From an optimization exercise on the open Yosys and OpenROAD flow, aimed at small area; shortcuts taken in it are not production practice. Function was checked by simulation only, so behaviour that the tests miss may differ from the original. Power and IR drop assume default switching activity.

## flow/design.v (module list and top-level ports; edited modules follow where they fit)
// module pipeline_6: 17 lines
// module button_conditioner_2: 31 lines
// module edge_detector_3: 27 lines
// module reset_conditioner_1: 20 lines
// module counter_11: 34 lines
// module counter_12: 34 lines
// module decoder_14: 10 lines
// module seven_seg_13: 78 lines
// module multi_seven_seg_5: 35 lines
// module adder_16: 26 lines
// module boolean_18: 27 lines
// module comparator_15: 26 lines
// module multiplier_19: 18 lines
// module shifter_17: 30 lines
// module alu_7: 123 lines
// module regfile_8: 300 lines
// module sel_mux_9: 95 lines
// module ws2812b_writer_20: 76 lines
// module led_out_10: 80 lines
// module control_fsm_4: 1283 lines
// module au_top_0: 90 lines
module au_top_0 (
    input clk,
    input rst_n,
    output reg [7:0] led,
    input usb_rx,
    output reg usb_tx,
    output reg [7:0] io_seg,
    output reg [3:0] io_sel,
    input [1:0] inbutton,
    output reg [15:0] outled,
    output reg [7:0] outseg,
    output reg [3:0] outsel
  );
  // ...
==> flow/run.sh <==
#!/bin/bash
# synth_recipe.tcl (not shown) runs the flow's synth.tcl, then flattens the netlist and writes it again
# the make line also repeats each setting of config.mk as NAME=value (left out here)
make -C /OpenROAD-flow-scripts/flow DESIGN_CONFIG=/design/flow/config.mk WORK_HOME=/design/flow/orfs CLKGATE_MAP_FILE= SYNTH_SCRIPT=/design/flow/synth_recipe.tcl finish
==> flow/config.mk <==
export PLATFORM = sky130hd
export DESIGN_NAME = au_top_0
export DESIGN_NICKNAME = au_top_0
export VERILOG_FILES = /design/flow/design.v
export SDC_FILE = /design/flow/constraint.sdc
export NUM_CORES = 4
export LEC_CHECK = 0
export CAP_MARGIN = 20
export CORE_MARGIN = 2
export CORE_UTILIZATION = 40
export SLEW_MARGIN = 20
==> flow/constraint.sdc <==
create_clock -name core_clock -period 12.0 [get_ports {clk}]
set_input_delay 2.4000 -clock core_clock [delete_from_list [all_inputs] [get_ports {clk}]]
set_output_delay 2.4000 -clock core_clock [all_outputs]
set_load 0.01 [all_outputs]
==> flow_metrics.env, run 1 <==
export IMPL_grtUsageMet1=0.353
export IMPL_setup_violations_final=0
export IMPL_p_sw_frac=0.219
export IMPL_timing_hold_ws_ns=0.326
export IMPL_async_flop_share=0
export IMPL_hold_depth=0
export IMPL_ant_nets=0
export IMPL_synthTopCellsByCount="nor2_1, nand2_1, dfxtp_1"
export IMPL_largest_reg_flops=208
export IMPL_status="finished clean"
export IMPL_antenna_found_initial=9
export IMPL_antenna_cells=7
export IMPL_grt_total_usage=0.268
export IMPL_reg2reg_depth=29
export IMPL_num_nonclk_inverters=233
export IMPL_peakVddDrop_mv=0.136
export IMPL_maxSlewHeadroom=0.152
export IMPL_grt_ovfl_total=0
export IMPL_wl_met1_um=106000
export IMPL_port_buffers=41
export IMPL_maxCapViolCount=0
export IMPL_clock_sinks=1155
export IMPL_crit_type="reg2reg"
export IMPL_crit_start="man.M_phase_q[2]"
export IMPL_crit_arrival_ns=10.28
export IMPL_synth_warnings=21
export IMPL_highest_layer="met5"
export IMPL_via_per_inst=6.00
export IMPL_globalplace_congestion=1.05
==> module button_conditioner_2, before the edit <==
module button_conditioner_2 (
    input clk,
    input in,
    output reg out
  );
  localparam CLK_FREQ = 26'h2faf080;
  localparam MIN_DELAY = 5'h14;
  localparam NUM_SYNC = 2'h2;
  wire [1-1:0] M_sync_out;
  reg [1-1:0] M_sync_in;
  pipeline_6 sync (
    .clk(clk),
    .in(M_sync_in),
    .out(M_sync_out)
  );
  reg [7:0] M_ctr_d, M_ctr_q;  
  always @* begin
    M_ctr_d = M_ctr_q;
    M_sync_in = in;
    out = (&M_ctr_q);
    if (!(&M_ctr_q)) begin
      M_ctr_d = M_ctr_q + 1'h1;
    end
    if (!M_sync_out) begin
      M_ctr_d = 1'h0;
    end
  end
  always @(posedge clk) begin
    M_ctr_q <= M_ctr_d;
  end
endmodule
==> module reset_conditioner_1, before the edit <==
module reset_conditioner_1 (
    input clk,
    input in,
    output reg out
  );
  localparam STAGES = 3'h4;
  reg [3:0] M_stage_d, M_stage_q;
  always @* begin
    M_stage_d = M_stage_q;
    M_stage_d = {M_stage_q[0+2-:3], 1'h0};
    out = M_stage_q[3+0-:1];
  end
  always @(posedge clk) begin
    if (in == 1'b1) begin
      M_stage_q <= 4'hf;
    end else begin
      M_stage_q <= M_stage_d;
    end
  end
endmodule
==> module multi_seven_seg_5, before the edit <==
module multi_seven_seg_5 (
    input clk,
    input rst,
    input [19:0] values,
    output reg [6:0] seg,
    output reg [3:0] sel
  );
  localparam DIGITS = 3'h4;
  localparam DIV = 5'h10;
  localparam DIGIT_BITS = 2'h2;
  wire [2-1:0] M_ctr_value;
  counter_12 ctr (
    .clk(clk),
    .rst(rst),
    .value(M_ctr_value)
  );
  wire [7-1:0] M_seg_dec_segs;
  reg [5-1:0] M_seg_dec_char;
  seven_seg_13 seg_dec (
    .char(M_seg_dec_char),
    .segs(M_seg_dec_segs)
  );
  wire [4-1:0] M_digit_dec_out;
  reg [2-1:0] M_digit_dec_in;
  decoder_14 digit_dec (
    .in(M_digit_dec_in),
    .out(M_digit_dec_out)
  );
  always @* begin
    M_seg_dec_char = values[(M_ctr_value)*5+4-:5];
    seg = M_seg_dec_segs;
    M_digit_dec_in = M_ctr_value;
    sel = M_digit_dec_out;
  end
endmodule
==> module ws2812b_writer_20, before the edit <==
module ws2812b_writer_20 (
    input clk,
    input rst,
    input update,
    input [23:0] color,
    output reg [1:0] pixel_address,
    output reg led,
    output reg reset
  );
  localparam PIXEL_COUNT = 3'h4;
  localparam SEND_PIXEL_state = 1'd0;
  localparam RESET_state = 1'd1;
  reg M_state_d, M_state_q;
  reg [1:0] M_pixel_address_ctr_d, M_pixel_address_ctr_q;
  reg [4:0] M_bit_ctr_d, M_bit_ctr_q;
  reg [6:0] M_ctr_d, M_ctr_q;
  reg [12:0] M_rst_ctr_d, M_rst_ctr_q;
  always @* begin
    M_state_d = M_state_q;
    M_ctr_d = M_ctr_q;
    M_bit_ctr_d = M_bit_ctr_q;
    M_pixel_address_ctr_d = M_pixel_address_ctr_q;
    M_rst_ctr_d = M_rst_ctr_q;
    led = 1'h0;
    reset = 1'h0;
    pixel_address = M_pixel_address_ctr_q;
    case (M_state_q)
      SEND_PIXEL_state: begin
        if (color[(M_bit_ctr_q)*1+0-:1]) begin
          led = M_ctr_q < 7'h50;
        end else begin
          led = M_ctr_q < 6'h28;
        end
        M_ctr_d = M_ctr_q + 1'h1;
        if (M_ctr_q == 7'h7d) begin
          M_ctr_d = 1'h0;
          M_bit_ctr_d = M_bit_ctr_q + 1'h1;
          if (M_bit_ctr_q == 5'h17) begin
            M_bit_ctr_d = 1'h0;
            M_pixel_address_ctr_d = M_pixel_address_ctr_q + 1'h1;
            if (M_pixel_address_ctr_q == 4'h3) begin
              M_pixel_address_ctr_d = 1'h0;
              M_state_d = RESET_state;
            end
          end
        end
      end
      RESET_state: begin
        reset = 1'h1;
        if ((&M_rst_ctr_q)) begin
          if (update) begin
            M_rst_ctr_d = 1'h0;
            M_state_d = SEND_PIXEL_state;
          end
        end else begin
          M_rst_ctr_d = M_rst_ctr_q + 1'h1;
        end
      end
    endcase
  end
  always @(posedge clk) begin
    if (rst == 1'b1) begin
      M_pixel_address_ctr_q <= 1'h0;
      M_bit_ctr_q <= 1'h0;
      M_ctr_q <= 1'h0;
      M_rst_ctr_q <= 1'h0;
      M_state_q <= 1'h0;
    end else begin
      M_pixel_address_ctr_q <= M_pixel_address_ctr_d;
      M_bit_ctr_q <= M_bit_ctr_d;
      M_ctr_q <= M_ctr_d;
      M_rst_ctr_q <= M_rst_ctr_d;
      M_state_q <= M_state_d;
    end
  end
endmodule
==> module led_out_10, before the edit <==
module led_out_10 (
    input clk,
    input rst,
    input update,
    input [15:0] encode,
    output reg led
  );
  localparam PIXEL_COUNT = 3'h4;
  localparam ENCODING_AMOUNT = 4'h8;
  reg [3:0] transformed_pixel_address;
  reg [3:0] current_color_encoding;
  localparam LEDCOLOR = 192'h00333366ff664c9900330000003300000033606060000000;
  reg [15:0] M_led_encoding_d, M_led_encoding_q;
  reg [15:0] M_temp_encoding_d, M_temp_encoding_q;
  wire [2-1:0] M_led_strip_pixel_address;
  wire [1-1:0] M_led_strip_led;
  wire [1-1:0] M_led_strip_reset;
  reg [1-1:0] M_led_strip_update;
  reg [24-1:0] M_led_strip_color;
  ws2812b_writer_20 led_strip (
    .clk(clk),
    .rst(rst),
    .update(M_led_strip_update),
    .color(M_led_strip_color),
    .pixel_address(M_led_strip_pixel_address),
    .led(M_led_strip_led),
    .reset(M_led_strip_reset)
  );
  localparam IDLE_state = 1'd0;
  localparam LOAD_state = 1'd1;
  reg M_state_d, M_state_q;
  always @* begin
    M_state_d = M_state_q;
    M_temp_encoding_d = M_temp_encoding_q;
    M_led_encoding_d = M_led_encoding_q;
    case (M_state_q)
      IDLE_state: begin
        if (update) begin
          M_temp_encoding_d = encode;
          M_state_d = LOAD_state;
        end
      end
      LOAD_state: begin
        if (M_led_strip_reset) begin
          M_led_encoding_d = M_temp_encoding_q;
          M_state_d = IDLE_state;
        end
      end
    endcase
    M_led_strip_update = 1'h1;
    transformed_pixel_address = M_led_strip_pixel_address * 3'h4;
    current_color_encoding[0] = M_led_encoding_q[transformed_pixel_address];
    current_color_encoding[1] = M_led_encoding_q[transformed_pixel_address + 4'h1];
    current_color_encoding[2] = M_led_encoding_q[transformed_pixel_address + 4'h2];
    current_color_encoding[3] = 1'b0;
    M_led_strip_color = LEDCOLOR[(current_color_encoding)*24+23-:24];
    led = M_led_strip_led;
  end
  always @(posedge clk) begin
    if (rst == 1'b1) begin
      M_state_q <= 1'h0;
    end else begin
      M_state_q <= M_state_d;
    end
  end
  always @(posedge clk) begin
    if (rst == 1'b1) begin
      M_temp_encoding_q <= 1'h0;
    end else begin
      M_temp_encoding_q <= M_temp_encoding_d;
    end
  end
  always @(posedge clk) begin
    if (rst == 1'b1) begin
      M_led_encoding_q <= 1'h0;
    end else begin
      M_led_encoding_q <= M_led_encoding_d;
    end
  end
endmodule
==> module au_top_0, before the edit <==
module au_top_0 (
    input clk,
    input rst_n,
    output reg [7:0] led,
    input usb_rx,
    output reg usb_tx,
    output reg [7:0] io_seg,
    output reg [3:0] io_sel,
    input [1:0] inbutton,
    output reg [15:0] outled,
    output reg [7:0] outseg,
    output reg [3:0] outsel
  );
  reg rst;
  wire [1-1:0] M_reset_cond_out;
  reg [1-1:0] M_reset_cond_in;
  reset_conditioner_1 reset_cond (
    .clk(clk),
    .in(M_reset_cond_in),
    .out(M_reset_cond_out)
  );
  wire [(2'h2+0)-1:0] M_buttoncond_out;
  reg [(2'h2+0)-1:0] M_buttoncond_in;
  genvar GEN_buttoncond0;
  generate
  for (GEN_buttoncond0=0;GEN_buttoncond0<2'h2;GEN_buttoncond0=GEN_buttoncond0+1) begin: buttoncond_gen_0
    button_conditioner_2 buttoncond (
      .clk(clk),
      .in(M_buttoncond_in[GEN_buttoncond0*(1)+(1)-1-:(1)]),
      .out(M_buttoncond_out[GEN_buttoncond0*(1)+(1)-1-:(1)])
    );
  end
  endgenerate
  wire [(2'h2+0)-1:0] M_buttondetector_out;
  reg [(2'h2+0)-1:0] M_buttondetector_in;
  genvar GEN_buttondetector0;
  generate
  for (GEN_buttondetector0=0;GEN_buttondetector0<2'h2;GEN_buttondetector0=GEN_buttondetector0+1) begin: buttondetector_gen_0
    edge_detector_3 buttondetector (
      .clk(clk),
      .in(M_buttondetector_in[GEN_buttondetector0*(1)+(1)-1-:(1)]),
      .out(M_buttondetector_out[GEN_buttondetector0*(1)+(1)-1-:(1)])
    );
  end
  endgenerate
  wire [16-1:0] M_man_out;
  wire [20-1:0] M_man_seg_out;
  wire [16-1:0] M_man_outled;
  reg [1-1:0] M_man_colour_button;
  reg [1-1:0] M_man_confirm_button;
  control_fsm_4 man (
    .clk(clk),
    .rst(rst),
    .colour_button(M_man_colour_button),
    .confirm_button(M_man_confirm_button),
    .out(M_man_out),
    .seg_out(M_man_seg_out),
    .outled(M_man_outled)
  );
  wire [7-1:0] M_seg_seg;
  wire [4-1:0] M_seg_sel;
  reg [20-1:0] M_seg_values;
  multi_seven_seg_5 seg (
    .clk(clk),
    .rst(rst),
    .values(M_seg_values),
    .seg(M_seg_seg),
    .sel(M_seg_sel)
  );
  always @* begin
    M_reset_cond_in = ~rst_n;
    rst = M_reset_cond_out;
    usb_tx = usb_rx;
    led = 8'h00;
    io_seg = 8'hff;
    io_sel = 4'hf;
    M_buttoncond_in = inbutton;
    M_buttondetector_in = M_buttoncond_out;
    outseg = M_seg_seg;
    outsel = M_seg_sel;
    M_man_confirm_button = 1'h0;
    M_man_colour_button = 1'h0;
    M_man_confirm_button = M_buttondetector_out[0+0-:1];
    M_man_colour_button = M_buttondetector_out[1+0-:1];
    outled = M_man_outled;
    M_seg_values = M_man_seg_out;
    io_seg = ~M_seg_seg;
    io_sel = ~M_seg_sel;
  end
endmodule
==> run 2: changes to the inputs <==
==> flow/design.v (replaced) <==
module button_conditioner_2 (
    input clk,
    input in,
    output press
  );
  reg [1:0] sync;
  reg [7:0] ctr;
  reg last;
  wire full = &ctr;
  always @(posedge clk) begin
    sync <= {sync[0], in};
    if (!sync[1])
      ctr <= 8'h00;
    else if (!full)
      ctr <= ctr + 8'h01;
    last <= full;
  end
  assign press = full & ~last;
endmodule
module reset_conditioner_1 (
    input clk,
    input in,
    output out
  );
  reg [3:0] stage;
  always @(posedge clk) begin
    if (in)
      stage <= 4'hf;
    else
      stage <= {stage[2:0], 1'b0};
  end
  assign out = stage[3];
endmodule
module multi_seven_seg_5 (
    input clk,
    input rst,
    input [19:0] values,
    output reg [6:0] seg,
    output [3:0] sel,
    output slow_edge
  );
  reg [17:0] ctr;
  always @(posedge clk) begin
    if (rst)
      ctr <= 18'h00000;
    else
      ctr <= ctr + 18'h00001;
  end
  assign slow_edge = ctr[14] & ~|ctr[13:0];
  wire [1:0] digit = ctr[17:16];
  assign sel = 4'b0001 << digit;
  wire [4:0] ch = values[digit*5 +: 5];
  always @* begin
    case (ch)
      5'h00: seg = 7'h3f;
      5'h01: seg = 7'h06;
      5'h02: seg = 7'h5b;
      5'h03: seg = 7'h4f;
      5'h04: seg = 7'h66;
      5'h05: seg = 7'h6d;
      5'h06: seg = 7'h7d;
      5'h07: seg = 7'h07;
      5'h08: seg = 7'h7f;
      5'h09: seg = 7'h67;
      5'h0a: seg = 7'h77;
      5'h0b: seg = 7'h7c;
      5'h0c: seg = 7'h39;
      5'h0d: seg = 7'h79;
      5'h0e: seg = 7'h76;
      5'h0f: seg = 7'h5e;
      5'h10: seg = 7'h38;
      5'h11: seg = 7'h71;
      5'h12: seg = 7'h6d;
      5'h13: seg = 7'h73;
      5'h14: seg = 7'h77;
      5'h15: seg = 7'h3e;
      default: seg = 7'h00;
    endcase
  end
endmodule
module ws2812b_writer_20 (
    input clk,
    input rst,
    output reg in_reset,
    output reg [1:0] pixel,
    output [7:0] wave
  );
  localparam LEDCOLOR = 192'h00333366ff664c9900330000003300000033606060000000;
  reg [6:0] ctr;
  reg [4:0] bit_ctr;
  wire c1 = in_reset ? &ctr : (ctr == 7'd125);
  wire c2 = c1 & (in_reset ? &bit_ctr : (bit_ctr == 5'd23));
  wire c3 = c2 & (in_reset ? pixel[0] : &pixel);
  always @(posedge clk) begin
    if (rst) begin
      in_reset <= 1'b0;
      pixel <= 2'd0;
      bit_ctr <= 5'd0;
      ctr <= 7'd0;
    end else begin
      ctr <= c1 ? 7'd0 : ctr + 7'd1;
      if (c2)
        bit_ctr <= 5'd0;
      else if (c1)
        bit_ctr <= bit_ctr + 5'd1;
      if (c3)
        pixel <= 2'd0;
      else if (c2)
        pixel <= pixel + 2'd1;
      if (c3)
        in_reset <= ~in_reset;
    end
  end
  wire lt40 = ctr < 7'd40;
  wire lt80 = ctr < 7'd80;
  genvar c;
  generate
    for (c = 0; c < 8; c = c + 1) begin : wv
      assign wave[c] = ~in_reset & (LEDCOLOR[c*24 + bit_ctr] ? lt80 : lt40);
    end
  endgenerate
endmodule
module led_out_10 (
    input clk,
    input rst,
    input upd_guess,           
    input upd_hint,            
    input upd_all,             
    input [3:0] attempt,
    input [11:0] guess,
    input [7:0] hint,
    output [15:0] outled
  );
  wire in_reset;
  wire [1:0] pixel;
  wire [7:0] wave;
  ws2812b_writer_20 writer (.clk(clk), .rst(rst), .in_reset(in_reset), .pixel(pixel), .wave(wave));
  wire [11:0] genc = upd_all ? 12'h000 : guess;
  wire [7:0] henc = upd_all ? 8'h00 : hint;
  genvar k;
  generate
    for (k = 0; k < 8; k = k + 1) begin : line
      reg gst;
      reg [11:0] gpend, gdisp;
      wire gupd = upd_all | (upd_guess & (attempt == k));
      always @(posedge clk) begin
        if (rst) begin
          gst <= 1'b0;
          gdisp <= 12'h000;
        end else if (gst) begin
          if (in_reset) begin
            gst <= 1'b0;
            gdisp <= gpend;
          end
        end else if (gupd) begin
          gst <= 1'b1;
        end
        if (!gst && gupd)
          gpend <= genc;
      end
      wire [2:0] gcol = gdisp[pixel*3 +: 3];
      assign outled[15-2*k] = wave[gcol];
      reg hst;
      reg [7:0] hpend, hdisp;
      wire hupd = upd_all | (upd_hint & (attempt == k));
      always @(posedge clk) begin
        if (rst) begin
          hst <= 1'b0;
          hdisp <= 8'h00;
        end else if (hst) begin
          if (in_reset) begin
            hst <= 1'b0;
            hdisp <= hpend;
          end
        end else if (hupd) begin
          hst <= 1'b1;
        end
        if (!hst && hupd)
          hpend <= henc;
      end
      wire [1:0] hcol = hdisp[pixel*2 +: 2];
      assign outled[14-2*k] = hcol[1] ? wave[3] : hcol[0] ? wave[1] : wave[0];
    end
  endgenerate
endmodule
module control_fsm_4 (
    input clk,
    input rst,
    input colour_button,
    input confirm_button,
    input slow_edge,
    output reg [19:0] seg_out,
    output upd_guess,
    output upd_hint,
    output upd_all,
    output [3:0] attempt,
    output [11:0] guess,
    output [7:0] hint
  );
  localparam IDLE = 7'd0;
  localparam NORMALMODE = 7'd1;
  localparam IMPOSTERMODE = 7'd2;
  localparam ADDGAMEMODE = 7'd3;
  localparam SUBGAMEMODE = 7'd4;
  localparam UPDATEGAMEMODEADD = 7'd5;
  localparam UPDATEGAMEMODESUB = 7'd6;
  localparam POSITION = 7'd7;
  localparam BRANCHCOLOURINDEX = 7'd8;
  localparam INCREASECOLOURINDEX = 7'd9;
  localparam UPDATECOLOURINDEX = 7'd10;
  localparam BACKTOFIRSTCOLOURINDEX = 7'd11;
  localparam BRANCHCHECKPOSITIONINDEX = 7'd17;
  localparam INCREASEPOSITIONINDEX = 7'd18;
  localparam UPDATEPOSITIONINDEX = 7'd19;
  localparam FINISH = 7'd20;
  localparam ANDLEDSTRIP = 7'd21;
  localparam UPDATELEDCOLOUR = 7'd23;
  localparam UPDATEPHASETWOLED = 7'd24;
  localparam SHIFTXORHELPER = 7'd25;
  localparam UPDATEXORHELPER = 7'd26;
  localparam XOR = 7'd27;
  localparam BRANCHSHIFTCOLOURPOSITION = 7'd28;
  localparam SHIFTCOLOUR0 = 7'd29;
  localparam SHIFTCOLOUR1 = 7'd30;
  localparam SHIFTCOLOUR2 = 7'd31;
  localparam SHIFTCOLOUR3 = 7'd32;
  localparam SHIFTGUESSATTEMPTCOUNT = 7'd33;
  localparam UPDATEGUESSATTEMPTCOUNT = 7'd34;
  localparam GETGUESS = 7'd35;
  localparam GETCODE = 7'd36;
  localparam CHECKGUESS_CORRCODE = 7'd37;
  localparam SHIFTHINTRED = 7'd38;
  localparam UPDATEHINTRED = 7'd39;
  localparam SHIFTGUESSHELPERDEFAULT = 7'd40;
  localparam UPDATEGUESSHELPERDEFAULT = 7'd41;
  localparam SHIFTCODEHELPER = 7'd42;
  localparam UPDATECODEHELPER = 7'd43;
  localparam CHECKCODEHELPER = 7'd44;
  localparam SHIFTNOHINT = 7'd45;
  localparam UPDATENOHINT = 7'd46;
  localparam GETNEXTCODE = 7'd47;
  localparam SHIFTTEMPGUESS = 7'd48;
  localparam UPDATETEMPGUESS = 7'd49;
  localparam CHECKTEMPGUESS_TEMPCODE = 7'd50;
  localparam SHIFTHINTWHITE = 7'd51;
  localparam UPDATEHINTWHITE = 7'd52;
  localparam UPDATECODEHELPERDEFAULT = 7'd54;
  localparam COMPARETEMPCOUNTER = 7'd55;
  localparam ADDTEMPCOUNTER = 7'd56;
  localparam UPDATETEMPCOUNTER = 7'd57;
  localparam CHECKGAMEMODE = 7'd58;
  localparam ADDIMPOSTER = 7'd59;
  localparam UPDATEIMPOSTER = 7'd60;
  localparam COMPARECODE_GUESS = 7'd61;
  localparam SHIFTATTEMPTCOUNT = 7'd62;
  localparam UPDATEATTEMPTCOUNT = 7'd63;
  localparam BRANCHATTEMPTCOUNT = 7'd64;
  localparam UPDATEHINTLED = 7'd65;
  localparam RESETPOSITION = 7'd66;
  localparam RESETCOLOUR = 7'd67;
  localparam RESETHINT = 7'd68;
  localparam RESETCOUNTER = 7'd69;
  localparam RESETATTEMPT = 7'd70;
  localparam RESETLEDCOLOUR = 7'd71;
  localparam RESETXORHELPER = 7'd72;
  localparam RESETALLLED = 7'd73;
  localparam RESETGAMEMODE = 7'd74;
  localparam RESETGUESS = 7'd75;
  localparam LOSE = 7'd84;
  localparam WIN = 7'd85;
  localparam GAMEOVER = 7'd86;
  localparam [11:0] CODE = {3'd4, 3'd6, 3'd2, 3'd7};
  reg [6:0] ph, ph_d;
  reg [1:0] pos;
  reg [2:0] col;
  reg [3:0] att;
  reg mode;
  reg [11:0] g;
  reg [7:0] h;
  reg [1:0] tc, j;
  assign attempt = att;
  assign guess = g;
  assign hint = h;
  assign upd_guess = (ph == POSITION) | (ph == UPDATEPHASETWOLED);
  assign upd_hint = (ph == UPDATEHINTLED);
  assign upd_all = (ph == RESETALLLED) | (ph == RESETGAMEMODE);
  wire [1:0] q0 = ~tc;                
  wire [1:0] q1 = q0 + j;             
  wire [2:0] gq = g[q0*3 +: 3];
  wire red = gq == CODE[q0*3 +: 3];
  wire white = gq == CODE[q1*3 +: 3];
  always @* begin
    ph_d = ph;
    seg_out = 20'h00000;
    case (ph)
      IDLE: begin
        seg_out = 20'h0be0d;
        if (confirm_button) ph_d = NORMALMODE;
      end
      NORMALMODE: begin
        seg_out = 20'hb59c1;
        if (colour_button) ph_d = ADDGAMEMODE;
        else if (confirm_button) ph_d = POSITION;
      end
      ADDGAMEMODE: begin
        seg_out = 20'h519c0;
        ph_d = UPDATEGAMEMODEADD;
      end
      UPDATEGAMEMODEADD: begin
        seg_out = 20'h554ce;
        ph_d = IMPOSTERMODE;
      end
      IMPOSTERMODE: begin
        seg_out = 20'hb59c2;
        if (colour_button) ph_d = SUBGAMEMODE;
        else if (confirm_button) ph_d = POSITION;
      end
      SUBGAMEMODE: begin
        seg_out = 20'h519c0;
        ph_d = UPDATEGAMEMODESUB;
      end
      UPDATEGAMEMODESUB: begin
        seg_out = 20'h954ce;
        ph_d = NORMALMODE;
      end
      POSITION: begin
        seg_out = 20'h055d0;
        ph_d = BACKTOFIRSTCOLOURINDEX;
      end
      BRANCHCOLOURINDEX: begin
        seg_out = 20'h02d81;
        ph_d = (col != 3'd7) ? INCREASECOLOURINDEX : BACKTOFIRSTCOLOURINDEX;
      end
      INCREASECOLOURINDEX: begin
        seg_out = 20'h00581;
        ph_d = UPDATECOLOURINDEX;
      end
      UPDATECOLOURINDEX: begin
        seg_out = 20'h05581;
        ph_d = XOR;
      end
      XOR: begin
        seg_out = 20'h05014;
        ph_d = ANDLEDSTRIP;
      end
      ANDLEDSTRIP: begin
        seg_out = 20'h02a12;
        ph_d = BRANCHSHIFTCOLOURPOSITION;
      end
      BRANCHSHIFTCOLOURPOSITION: begin
        seg_out = 20'h5c993;
        case (pos)
          2'd0: ph_d = SHIFTCOLOUR0;
          2'd1: ph_d = SHIFTCOLOUR1;
          2'd2: ph_d = SHIFTCOLOUR2;
          default: ph_d = SHIFTCOLOUR3;
        endcase
      end
      SHIFTCOLOUR0: begin
        seg_out = 20'h93a00;
        ph_d = UPDATELEDCOLOUR;
      end
      SHIFTCOLOUR1: begin
        seg_out = 20'h93a01;
        ph_d = UPDATELEDCOLOUR;
      end
      SHIFTCOLOUR2: begin
        seg_out = 20'h93a02;
        ph_d = UPDATELEDCOLOUR;
      end
      SHIFTCOLOUR3: begin
        seg_out = 20'h93a03;
        ph_d = UPDATELEDCOLOUR;
      end
      UPDATELEDCOLOUR: begin
        seg_out = 20'hac260;
        ph_d = UPDATEPHASETWOLED;
      end
      UPDATEPHASETWOLED: begin
        seg_out = 20'h05590;
        if (confirm_button) ph_d = BRANCHCHECKPOSITIONINDEX;
        else if (colour_button) ph_d = BRANCHCOLOURINDEX;
      end
      BACKTOFIRSTCOLOURINDEX: begin
        seg_out = 20'h5c581;
        ph_d = UPDATECOLOURINDEX;
      end
      BRANCHCHECKPOSITIONINDEX: begin
        seg_out = 20'h5b261;
        ph_d = (pos != 2'd3) ? INCREASEPOSITIONINDEX : SHIFTGUESSATTEMPTCOUNT;
      end
      INCREASEPOSITIONINDEX: begin
        seg_out = 20'h00661;
        ph_d = UPDATEPOSITIONINDEX;
      end
      UPDATEPOSITIONINDEX: begin
        seg_out = 20'h05661;
        ph_d = SHIFTXORHELPER;
      end
      SHIFTXORHELPER: begin
        seg_out = 20'h049d4;
        ph_d = UPDATEXORHELPER;
      end
      UPDATEXORHELPER: begin
        seg_out = 20'hac9d4;
        ph_d = BACKTOFIRSTCOLOURINDEX;
      end
      SHIFTGUESSATTEMPTCOUNT: begin
        seg_out = 20'h9194c;
        ph_d = UPDATEGUESSATTEMPTCOUNT;
      end
      UPDATEGUESSATTEMPTCOUNT: begin
        seg_out = 20'ha994c;
        ph_d = FINISH;
      end
      FINISH: begin
        seg_out = 20'h8864e;
        ph_d = GETGUESS;
      end
      GETGUESS: begin
        seg_out = 20'h00001;
        ph_d = GETCODE;
      end
      GETCODE: begin
        seg_out = 20'h00002;
        ph_d = CHECKGUESS_CORRCODE;
      end
      CHECKGUESS_CORRCODE: begin
        seg_out = 20'h6318c;
        ph_d = red ? SHIFTHINTRED : SHIFTCODEHELPER;
      end
      SHIFTHINTRED: begin
        seg_out = 20'h049d4;
        ph_d = UPDATEHINTRED;
      end
      UPDATEHINTRED: begin
        seg_out = 20'h049d4;
        ph_d = SHIFTGUESSHELPERDEFAULT;
      end
      SHIFTCODEHELPER: begin
        seg_out = 20'h0498e;
        ph_d = UPDATECODEHELPER;
      end
      UPDATECODEHELPER: begin
        seg_out = 20'h0558e;
        ph_d = CHECKCODEHELPER;
      end
      CHECKCODEHELPER: begin
        seg_out = 20'h0318e;
        ph_d = (j == 2'd0) ? SHIFTNOHINT : GETNEXTCODE;
      end
      SHIFTNOHINT: begin
        seg_out = 20'h0000e;
        ph_d = UPDATENOHINT;
      end
      UPDATENOHINT: begin
        seg_out = 20'ha800e;
        ph_d = SHIFTGUESSHELPERDEFAULT;
      end
      GETNEXTCODE: begin
        seg_out = 20'h00003;
        ph_d = SHIFTTEMPGUESS;
      end
      SHIFTTEMPGUESS: begin
        seg_out = 20'h00012;
        ph_d = UPDATETEMPGUESS;
      end
      UPDATETEMPGUESS: begin
        seg_out = 20'h0540c;
        ph_d = CHECKTEMPGUESS_TEMPCODE;
      end
      CHECKTEMPGUESS_TEMPCODE: begin
        seg_out = 20'h0300c;
        ph_d = white ? SHIFTHINTWHITE : SHIFTCODEHELPER;
      end
      SHIFTHINTWHITE: begin
        seg_out = 20'h049ce;
        ph_d = UPDATEHINTWHITE;
      end
      UPDATEHINTWHITE: begin
        seg_out = 20'h029ce;
        ph_d = SHIFTGUESSHELPERDEFAULT;
      end
      SHIFTGUESSHELPERDEFAULT: begin
        seg_out = 20'h031cf;
        ph_d = UPDATEGUESSHELPERDEFAULT;
      end
      UPDATEGUESSHELPERDEFAULT: begin
        seg_out = 20'h055cf;
        ph_d = UPDATECODEHELPERDEFAULT;
      end
      UPDATECODEHELPERDEFAULT: begin
        seg_out = 20'h0318f;
        ph_d = COMPARETEMPCOUNTER;
      end
      COMPARETEMPCOUNTER: begin
        seg_out = 20'h6302c;
        ph_d = (tc == 2'd3) ? CHECKGAMEMODE : ADDTEMPCOUNTER;
      end
      ADDTEMPCOUNTER: begin
        seg_out = 20'h53180;
        ph_d = UPDATETEMPCOUNTER;
      end
      UPDATETEMPCOUNTER: begin
        seg_out = 20'hab18c;
        ph_d = GETGUESS;
      end
      CHECKGAMEMODE: begin
        seg_out = 20'h630ce;
        ph_d = mode ? ADDIMPOSTER : UPDATEHINTLED;
      end
      ADDIMPOSTER: begin
        seg_out = 20'h52821;
        ph_d = UPDATEIMPOSTER;
      end
      UPDATEIMPOSTER: begin
        seg_out = 20'ha8421;
        ph_d = UPDATEHINTLED;
      end
      UPDATEHINTLED: begin
        seg_out = 20'hab82d;
        ph_d = COMPARECODE_GUESS;
      end
      COMPARECODE_GUESS: begin
        seg_out = 20'h6318c;
        ph_d = (g == CODE) ? WIN : SHIFTATTEMPTCOUNT;
      end
      SHIFTATTEMPTCOUNT: begin
        seg_out = 20'h5298c;
        ph_d = UPDATEATTEMPTCOUNT;
      end
      UPDATEATTEMPTCOUNT: begin
        seg_out = 20'haa98c;
        ph_d = BRANCHATTEMPTCOUNT;
      end
      BRANCHATTEMPTCOUNT: begin
        seg_out = 20'h5314c;
        ph_d = att[3] ? LOSE : RESETPOSITION;
      end
      RESETPOSITION: begin
        seg_out = 20'ha5281;
        ph_d = RESETCOLOUR;
      end
      RESETCOLOUR: begin
        seg_out = 20'ha5282;
        ph_d = RESETHINT;
      end
      RESETHINT: begin
        seg_out = 20'ha5283;
        ph_d = RESETCOUNTER;
      end
      RESETCOUNTER: begin
        seg_out = 20'ha5281;
        ph_d = RESETLEDCOLOUR;
      end
      RESETLEDCOLOUR: begin
        seg_out = 20'h0520c;
        ph_d = RESETXORHELPER;
      end
      RESETXORHELPER: begin
        seg_out = 20'h5294e;
        ph_d = RESETGUESS;
      end
      RESETGUESS: begin
        seg_out = 20'h52946;
        ph_d = (att == 4'd0) ? IDLE : POSITION;
      end
      LOSE: begin
        seg_out = 20'h8024d;
        if (slow_edge) ph_d = GAMEOVER;
      end
      WIN: begin
        seg_out = 20'h9aa52;
        if (slow_edge) ph_d = GAMEOVER;
      end
      GAMEOVER: begin
        seg_out = 20'h8864e;
        if (slow_edge) ph_d = RESETATTEMPT;
      end
      RESETATTEMPT: begin
        seg_out = 20'h5294a;
        ph_d = RESETALLLED;
      end
      RESETALLLED: begin
        seg_out = 20'h52950;
        ph_d = RESETGAMEMODE;
      end
      RESETGAMEMODE: begin
        seg_out = 20'h528ce;
        ph_d = RESETPOSITION;
      end
      default: begin
        seg_out = 20'h00000;
        ph_d = ph;
      end
    endcase
  end
  always @(posedge clk) begin
    if (rst)
      ph <= IDLE;
    else
      ph <= ph_d;
    if (ph == BACKTOFIRSTCOLOURINDEX)
      col <= 3'd2;
    else if (ph == INCREASECOLOURINDEX)
      col <= col + 3'd1;
    if (ph == POSITION)
      pos <= 2'd0;
    else if (ph == INCREASEPOSITIONINDEX)
      pos <= pos + 2'd1;
    if (rst || ph == RESETATTEMPT)
      att <= 4'd0;
    else if (ph == SHIFTATTEMPTCOUNT)
      att <= att + 4'd1;
    if (ph == IDLE)
      mode <= 1'b0;
    else if (ph == ADDGAMEMODE)
      mode <= 1'b1;
    else if (ph == SUBGAMEMODE)
      mode <= 1'b0;
    if (rst || ph == RESETGUESS)
      g <= {4{3'd2}};
    else if (ph == UPDATELEDCOLOUR)
      case (pos)
        2'd0: g[11:9] <= col;
        2'd1: g[8:6] <= col;
        2'd2: g[5:3] <= col;
        default: g[2:0] <= col;
      endcase
    if (ph == UPDATEHINTRED)
      h <= {h[5:0], 2'b11};
    else if (ph == UPDATEHINTWHITE)
      h <= {h[5:0], 2'b01};
    else if (ph == UPDATENOHINT)
      h <= {h[5:0], 2'b00};
    else if (ph == UPDATEIMPOSTER)
      h[1:0] <= 2'b11;
    if (ph == POSITION)
      tc <= 2'd0;
    else if (ph == ADDTEMPCOUNTER)
      tc <= tc + 2'd1;
    if (ph == GETGUESS)
      j <= 2'd0;
    else if (ph == SHIFTCODEHELPER)
      j <= j + 2'd1;
  end
endmodule
module au_top_0 (
    input clk,
    input rst_n,
    output [7:0] led,
    input usb_rx,
    output usb_tx,
    output [7:0] io_seg,
    output [3:0] io_sel,
    input [1:0] inbutton,
    output [15:0] outled,
    output [7:0] outseg,
    output [3:0] outsel
  );
  wire rst;
  reset_conditioner_1 reset_cond (.clk(clk), .in(~rst_n), .out(rst));
  wire confirm_button, colour_button;
  button_conditioner_2 confirm_cond (.clk(clk), .in(inbutton[0]), .press(confirm_button));
  button_conditioner_2 colour_cond  (.clk(clk), .in(inbutton[1]), .press(colour_button));
  wire [19:0] seg_values;
  wire slow_edge;
  wire [6:0] seg;
  wire [3:0] sel;
  multi_seven_seg_5 display (.clk(clk), .rst(rst), .values(seg_values), .seg(seg), .sel(sel),
                             .slow_edge(slow_edge));
  wire upd_guess, upd_hint, upd_all;
  wire [3:0] attempt;
  wire [11:0] guess;
  wire [7:0] hint;
  control_fsm_4 man (
    .clk(clk), .rst(rst),
    .colour_button(colour_button), .confirm_button(confirm_button),
    .slow_edge(slow_edge),
    .seg_out(seg_values),
    .upd_guess(upd_guess), .upd_hint(upd_hint), .upd_all(upd_all),
    .attempt(attempt), .guess(guess), .hint(hint)
  );
  led_out_10 leds (
    .clk(clk), .rst(rst),
    .upd_guess(upd_guess), .upd_hint(upd_hint), .upd_all(upd_all),
    .attempt(attempt), .guess(guess), .hint(hint),
    .outled(outled)
  );
  assign usb_tx = usb_rx;
  assign led = 8'h00;
  assign outseg = {1'b0, seg};
  assign outsel = sel;
  assign io_seg = ~{1'b0, seg};
  assign io_sel = ~sel;
endmodule
==> flow_metrics.env, run 2 <==
export IMPL_status="finished clean"
export IMPL_power_leakage_uw=0.00754
export IMPL_drive_above_1_share=0.0965
export IMPL_cts_inserted_buffers=45
export IMPL_crit_type="reg2out"
export IMPL_cts_setup_buffers=0
export IMPL_tns_ns=0
export IMPL_wirelength_um=66100
export IMPL_cts_clk_slew_worst_paths_ns=0.06
export IMPL_port_buffers=41
export IMPL_fmaxAchievable_ghz=0.123
export IMPL_ys_seq_area_frac=0.486
export IMPL_max_stage_delay_ns=0.72
export IMPL_yosys_area_top_type="dfxtp_1"
export IMPL_min_period_ns=8.14
export IMPL_dp_cells=2832
export IMPL_syn_to_final_growth_pct=9.84
export IMPL_p_sw_frac=0.203
export IMPL_netlist_instances=2238
export IMPL_ant_nets=0
export IMPL_hp_class="reg2reg"
export IMPL_pwr_share_comb=0.006
export IMPL_grt_pass1_wl_um=100000
export IMPL_antenna_cells=0
export IMPL_mostFrequentLayoutCell="nand2_1"
export IMPL_io_pins=54
export IMPL_grt_max_degree=90
export IMPL_vias=17100
export IMPL_ys_ff_latch=436
export IMPL_finalNetCount=2231
export IMPL_drv_slew=0
export IMPL_critPathCaptureType="primary output"
export IMPL_cts_tree="yes"
export IMPL_die_h_um=235
export IMPL_crit_fanout=46
export IMPL_synth_edff_count=166
export IMPL_fin_util=0.445
export IMPL_cp_required_ns=9.60
export IMPL_clock_sinks=436
export IMPL_via_per_inst=5.87
export IMPL_cts_resized=0
export IMPL_maxCapViolCount=0
export IMPL_synth_top_flop_cell="dfxtp_1"
export IMPL_clock_skew_ns=0.0224
export IMPL_synth_cell_type_count=95
export IMPL_async_flop_share=0
export IMPL_synth_top_area_frac=0.253
export IMPL_peakVddDrop_mv=0.0905
export IMPL_drt_first_pass_iters=6
export IMPL_clock_latency_ns=0.57
export IMPL_synthTopCellsByArea="dfxtp_1, edfxtp_1, nand2_1"
export IMPL_antenna_found_initial=0
export IMPL_clock_tree_buffer_depth=3
export IMPL_crit_arrival_ns=5.74
export IMPL_grt_total_usage=0.234
export IMPL_root_buffer="clkbuf_16"
export IMPL_final_hold_viol_count=0
export IMPL_htreeDepth=2
export IMPL_synth_area_um2=21400
export IMPL_slowest_stage="nand3b_1"
export IMPL_row_count=84
export IMPL_rsz0062_at_grt="false"
export IMPL_die_x_um=235
export IMPL_start_kind="flop"
export IMPL_stdcell_area_um2=23500
export IMPL_tightest_slew_ns=1.15
export IMPL_p_total_uw=2880
export IMPL_die_area_um2=55300
export IMPL_drc=0
export IMPL_start_util=0.405
export IMPL_postCtsHoldBufs=0
export IMPL_avgSynthCellArea_um2=9.56
export IMPL_synthTopCellsByCount="nand2_1, dfxtp_1, a21oi_1"
export IMPL_yosysMostFrequentCell="nand2_1"
export IMPL_grt_pass1_vias=16300
export IMPL_placed_cell_area_um2=22100
export IMPL_drt_initial_drc_count=1638
export IMPL_maxSlewHeadroom=0.231
export IMPL_switchingPower_uw=585
export IMPL_crit_chain="buf_4 > nand3b_1 > nor2_1 > a211oi_1 > o2111ai_1 > nor4_1 > or3_1 > mux2_2 > o22ai_1 > o21bai_1 > clkdlybuf4s50_1"
export IMPL_core_um2=52800
export IMPL_internal_power_uw=2290
export IMPL_p_seq_frac=0.532
export IMPL_final_cells=2916
export IMPL_clkPwrFrac=0.461
export IMPL_layout_common_cells="nand2_1, dfxtp_1, a21oi_1, edfxtp_1, nor2_1"
export IMPL_hpwl_um=44400
export IMPL_wl_per_cell_um=22.7
export IMPL_p_per_area_nw_per_um2=122
export IMPL_reg_top3="leds.line.gdisp (96), leds.line.gpend (96)"
export IMPL_synth_warnings=6
export IMPL_grt_ovfl_total=0
export IMPL_setup_violations_final=0
export IMPL_period_share=0.679
export IMPL_globalplace_congestion=1.05
run 2: stage by stage:
stage	hold slack, ns	setup slack [ns]
finish	0.330	3.86
global route	0.344	3.53
CTS	0.332	3.96
detailed placement	0.318	4.59
global placement	0.315	4.58
floorplan	0.310	6.34
run 2: logic make-up (layout without fill, tap and decap cells):
logic type / count (synthesis) / count (layout) / synth area share
xor+xnor: 52 / 52 / 0.0213
buf+inv: 209 / 191 / 0.0457
mux: 89 / 89 / 0.0769
compound gates: 487 / 487 / 0.139
flops: 436 / 436 / 0.486
fa+ha+maj: 34 / 34 / 0.0199
simple gates: 929 / 929 / 0.211
other cells: 2 / 10 / 0.000351
run 2: critical path, delay by kind of cell (launching register included):
kind	cells	cell delay, ns
buffers and inverters	2	1.00
AND/OR/NAND/NOR	4	2.08
multiplexers	1	0.41
AO/OA/AOI/OAI	4	1.35
flip-flops	1	0.31
run 2: area by class of cell:
cell class / instances / area [um^2]
multi-input cells: 1601 / 10100
repair buffers: 65 / 594
well taps: 688 / 861
clock buffers: 63 / 1260
inverters: 43 / 161
fillers: 5036 / 29300
flip-flops and latches: 436 / 10400
clock inverters: 20 / 139
run 2: power groups by stage:
| stage | clock [uW] | combinational, uW | sequential [uW] |
|---|---|---|---|
| final | 1330 | 17.4 | 1530 |
| after global routing | 1420 | 19.8 | 1530 |
| after CTS | 1360 | 17.7 | 1530 |
| after detailed placement | 0 | 17.6 | 1560 |
| after global placement | 0 | 17.4 | 1560 |
| after floorplan | 0 | 15.9 | 1560 |
run 2: worst paths after layout:
check                            start              endpoint  slack [ns]  cells past startpoint
setup reg to reg             man.ph[3]             man.ph[0]        7.68                      9
setup / recovery             man.ph[6]             io_seg[4]        3.86                     11
hold reg to reg   confirm_cond.sync[0]  confirm_cond.sync[1]        0.33                      0
hold / removal    confirm_cond.sync[0]  confirm_cond.sync[1]        0.33                      0
run 2: per-layer routing:
layer  GRT usage  wire length, um  vias to the layer above
met5           0                0                        -
met4       0.108             3180                        0
met3      0.0331             4140                      168
met2       0.374            30000                      683
met1       0.315            28700                     8270
li1            -                -                     7996

[re-timing with driven ports]
The flow's constraints put no driver on any port. The routed layouts listed below were extracted and timed again, unchanged, in two steps. Step 1 (the two cells are an assumption about what drives the block):
set clk [get_ports {clk}]
set_driving_cell -lib_cell sky130_fd_sc_hd__clkbuf_16 $clk
set_driving_cell -lib_cell sky130_fd_sc_hd__buf_2 [delete_from_list [all_inputs] $clk]
Step 2 times the ports against the registers' clock, not the clock port: input delays grow and output delays shrink by t, the midpoint of the rising clock arrivals with the driver on. Three values: ideal ports, drivers, drivers and shift; two values: the first two.
run | t, ns | setup WS [ns] | worst setup path at the end | worst register clock-pin slew, ns | worst slew at a driven data input, ns
run 1 | 0.871 | 2.423 / 2.423 / 2.423 | register to register | 0.07 / 0.07 | 0.06
run 2 | 0.614 | 3.858 / 3.801 / 4.415 | register to output | 0.06 / 0.06 | 0.06
After both steps every run listed still meets setup and hold.
